This design comes from an exercise in tuning for small area on the open sky130 flow, not from production work. The RTL was checked by simulation tests, not by an equivalence proof against the original design. Power figures rest on the tool's default switching activity, not on a simulated workload.

lane 1:
// rtop
module rtop(clk,rstn,re0,re1,re2,din,pkt_valid,dout0,dout1,dout2,vld0,vld1,vld2,error,busy);
Size in the first run: about 1,100 cells after synthesis.
export LEC_CHECK = 0
export CAP_MARGIN = 20
export CORE_MARGIN = 2
export CORE_UTILIZATION = 40
export SLEW_MARGIN = 20
export SYNTH_HIERARCHICAL = 1
create_clock -name core_clock -period 5.0 [get_ports {clk}]
standard.sh (not shown) runs the stock make flow with config.mk's settings and CLKGATE_MAP_FILE= SYNTH_SCRIPT=/design/flow/synth_recipe.tcl, a recipe that flattens the netlist after the stock synthesis.
==> flow/flow/run.sh <==
#!/bin/bash
# Standard ORFS layout, with: every combinational cell first set to the
# smallest cell of its family (repair upsizes where needed), a leaner clock
# tree (no dummy balancing loads, larger sink clusters) and the smallest
# buffer on each port.
set -euo pipefail
here=$(pwd)
export PRE_FLOORPLAN_TCL=$here/flow/downsize.tcl
export CTS_ARGS="-sink_clustering_enable -repair_clock_nets -dont_use_dummy_load -sink_clustering_size ${CTS_SIZE:-20} -sink_clustering_max_diameter ${CTS_DIAM:-60} -buf_list sky130_fd_sc_hd__clkbuf_8"
export BUFFER_PORTS_ARGS="-buffer_cell sky130_fd_sc_hd__buf_1"
bash standard.sh > standard.log 2>&1
==> flow/flow/downsize.tcl <==
# Resize every combinational cell to the smallest-area cell of its family
# (same name up to the drive suffix); timing and design repair later in the
# flow upsize where needed. Flip-flops, clock cells and tie cells are left.
set lib_area {}
set fam_best {}
foreach lib [get_libs *] {
  foreach cell [get_lib_cells [get_name $lib]/*] {
    set name [get_name $cell]
    if {![regexp {^(sky130_fd_sc_hd__[a-z0-9]+)_([0-9]+)$} $name -> fam drv]} { continue }
    if {[regexp {__(df|edf|sdf|sedf|dl|sdl|ebuf|einv)} $fam]} { continue }
    if {[regexp {clk|probe|lpflow|dly|conb|tap|fill|decap|diode} $fam]} { continue }
    set area [get_property $cell area]
    if {![dict exists $fam_best $fam]} {
      dict set fam_best $fam [list $name $area $drv]
    } else {
      lassign [dict get $fam_best $fam] bn ba bd
      if {$area < $ba - 1e-6 || (abs($area - $ba) < 1e-6 && $drv > $bd)} {
        dict set fam_best $fam [list $name $area $drv]
      }
    }
  }
}
set n 0
set before 0.0
set after 0.0
foreach inst [get_cells *] {
  set master [get_property $inst ref_name]
  if {![regexp {^(sky130_fd_sc_hd__[a-z0-9]+)_([0-9]+)$} $master -> fam drv]} { continue }
  if {![dict exists $fam_best $fam]} { continue }
  set best [lindex [dict get $fam_best $fam] 0]
  if {$best ne $master} {
    replace_cell $inst $best
    incr n
  }
}
puts "downsize: resized $n cells"
Every stage of the flow completed for lane 1, and the final layout passed the timing, DRC and antenna checks.
[inputs] lane 2 vs lane 1
--- a/flow/flow/run.sh
+++ b/flow/flow/run.sh
@@ -9 +9 @@
-export CTS_ARGS="-sink_clustering_enable -repair_clock_nets -dont_use_dummy_load -sink_clustering_size ${CTS_SIZE:-20} -sink_clustering_max_diameter ${CTS_DIAM:-60} -buf_list sky130_fd_sc_hd__clkbuf_8"
+export CTS_ARGS="-sink_clustering_enable -repair_clock_nets -dont_use_dummy_load -sink_clustering_size ${CTS_SIZE:-30} -sink_clustering_max_diameter ${CTS_DIAM:-100}"
Results
Timing, DRC, antenna: 0 failures across lane 1 and lane 2
Comparing lane 1 and lane 2, routed length per instance is lower on lane 2.
Comparing lane 1 and lane 2, the higher first-iteration detailed-routing DRC count is on lane 2.
Relative to lane 1, the power per cell area measured on lane 2 has increased slightly.
Lane 2 has met1 wire length above what lane 1 had.

---

rtop, a different RTL version from the one above (not shown whole).
Size in the first run: roughly 43 I/O pins, ~0.020 sq mm of cells after synthesis.
Settings: LEC_CHECK=0, CAP_MARGIN=20, CORE_MARGIN=2, CORE_UTILIZATION=40, SLEW_MARGIN=20; clock period 5.0 ns.
run.sh (not shown) runs the stock make flow with config.mk's settings and CLKGATE_MAP_FILE= SYNTH_SCRIPT=/design/flow/synth_recipe.tcl, a recipe that flattens the netlist after the stock synthesis.
Stock flow here: none of the scripts above is used.
The first run went through all stages and came out clean.
Then changed:
Settings changed: CTS_BUF_LIST set to sky130_fd_sc_hd__clkbuf_4 sky130_fd_sc_hd__clkbuf_8.
Result: Power falls by 1.6%; global-route usage climbs by 0.29 points; routed wire length came out higher by about 1.6%; die area is unchanged; critical path depth does not change; utilization barely changes; sequential cell count is unchanged.

---

rtop, a different RTL version from the one above (not shown whole).
Size: ~43 I/O pins.
==> flow/config.mk <==
export PLATFORM = sky130hd
export DESIGN_NAME = rtop
export DESIGN_NICKNAME = rtop
export VERILOG_FILES = /design/flow/design.v
export SDC_FILE = /design/flow/constraint.sdc
export NUM_CORES = 4
export LEC_CHECK = 0
export CAP_MARGIN = 0
export CORE_MARGIN = 2
export CORE_UTILIZATION = 65
export SLEW_MARGIN = 0
export SYNTH_HIERARCHICAL = 1
==> flow/constraint.sdc <==
create_clock -name core_clock -period 5.0 [get_ports {clk}]
set_input_delay 1.0000 -clock core_clock [delete_from_list [all_inputs] [get_ports {clk}]]
set_output_delay 1.0000 -clock core_clock [all_outputs]
set_load 0.01 [all_outputs]
standard.sh (not shown) runs the stock make flow with config.mk's settings and CLKGATE_MAP_FILE= SYNTH_SCRIPT=/design/flow/synth_recipe.tcl, a recipe that flattens the netlist after the stock synthesis.
==> flow/flow/run.sh <==
#!/bin/bash
# Standard ORFS layout, with: every combinational cell first set to the
# smallest cell of its family (repair upsizes where needed), a leaner clock
# tree (no dummy balancing loads, larger sink clusters) and the smallest
# buffer on each port.
set -euo pipefail
here=$(pwd)
export PRE_FLOORPLAN_TCL=$here/flow/downsize.tcl
export CTS_ARGS="-sink_clustering_enable -repair_clock_nets -dont_use_dummy_load -sink_clustering_size ${CTS_SIZE:-30} -sink_clustering_max_diameter ${CTS_DIAM:-100}"
export BUFFER_PORTS_ARGS="-buffer_cell sky130_fd_sc_hd__buf_1"
bash standard.sh > standard.log 2>&1
Scripts as last shown in full above: flow/flow/downsize.tcl
Change:
--- a/flow/flow/run.sh
+++ b/flow/flow/run.sh
@@ -7,5 +7,5 @@
 here=$(pwd)
 export PRE_FLOORPLAN_TCL=$here/flow/downsize.tcl
-export CTS_ARGS="-sink_clustering_enable -repair_clock_nets -dont_use_dummy_load -sink_clustering_size ${CTS_SIZE:-30} -sink_clustering_max_diameter ${CTS_DIAM:-100}"
+export CTS_ARGS="-sink_clustering_enable -repair_clock_nets -dont_use_dummy_load -sink_clustering_size ${CTS_SIZE:-24} -sink_clustering_max_diameter ${CTS_DIAM:-60} -buf_list \"sky130_fd_sc_hd__clkbuf_8 sky130_fd_sc_hd__clkbuf_16\""
 export BUFFER_PORTS_ARGS="-buffer_cell sky130_fd_sc_hd__buf_1"
 bash standard.sh > standard.log 2>&1
--- a/flow/config.mk
+++ b/flow/config.mk
@@ -6,7 +6,7 @@
 export NUM_CORES = 4
 export LEC_CHECK = 0
-export CAP_MARGIN = 0
+export CAP_MARGIN = 20
 export CORE_MARGIN = 2
 export CORE_UTILIZATION = 65
-export SLEW_MARGIN = 0
+export SLEW_MARGIN = 20
 export SYNTH_HIERARCHICAL = 1
Outcome: Setup slack is worse by 0.037 ns; register-to-register slack stays flat; power came out higher by 8.6%; die area is unchanged; hold slack improves by 0.055 ns; sequential power barely changes; count of clock-buffer cells in the layout rises by 14; global-route usage grows by 0.39 points; sequential cell count is unchanged.
Change:
==> flow/flow/run.sh (replaced) <==
#!/bin/bash
# Standard ORFS layout, with: every combinational cell first set to the
# smallest cell of its family (repair upsizes where needed), a leaner clock
# tree (no dummy balancing loads, larger sink clusters) and the smallest
# buffer on each port.
set -euo pipefail
here=$(pwd)
export PRE_FLOORPLAN_TCL=$here/flow/downsize.tcl
export CTS_ARGS="-sink_clustering_enable -repair_clock_nets -dont_use_dummy_load -sink_clustering_size ${CTS_SIZE:-30} -sink_clustering_max_diameter ${CTS_DIAM:-100}"
export BUFFER_PORTS_ARGS="-buffer_cell sky130_fd_sc_hd__buf_1"
bash standard.sh > standard.log 2>&1
Non-clock buffer count does not change.
Wire length falls by 0.90%.
Combinational power stays flat.
Cell area went down by 1.8%.
Clock skew is higher by 0.024 ns.
Final cell count went down by 0.92%.

## re-timing with driven ports
How much do the figures lean on ideal ports? The routed layouts below were timed once more, with nothing changed but the port constraints.
Step 1 assumes that a clkbuf_16 drives the clock port and a buf_2 every other input.
Step 2 also shifts input and output timing later by t, the mid clock arrival at the registers, as if the neighbouring blocks saw the same clock.
Three values: no drivers, after step 1, after step 2; two values: the first two.
run	t (ns)	slack for setup (ns)	worst slew at a driven data input, ns
lane 1	0.607	1.400 / 1.400 / 0.812	0.06
lane 2	0.585	1.399 / 1.399 / 0.830	0.06
the first run of note 2	0.634	1.252 / 1.200 / 1.561	0.04
the second run of note 2	0.702	1.153 / 1.101 / 1.568	0.04
the first run of note 3	0.551	1.614 / 1.641 / 1.090	0.03
the second run of note 3	0.561	1.577 / 1.606 / 1.045	0.04
the third run of note 3	0.551	1.614 / 1.641 / 1.090	0.03
After both steps setup and hold are still met in every run listed. For lane 1, which loses most, drivers alone change the setup slack by 0.000 ns; drivers and shift together by -0.588 ns.
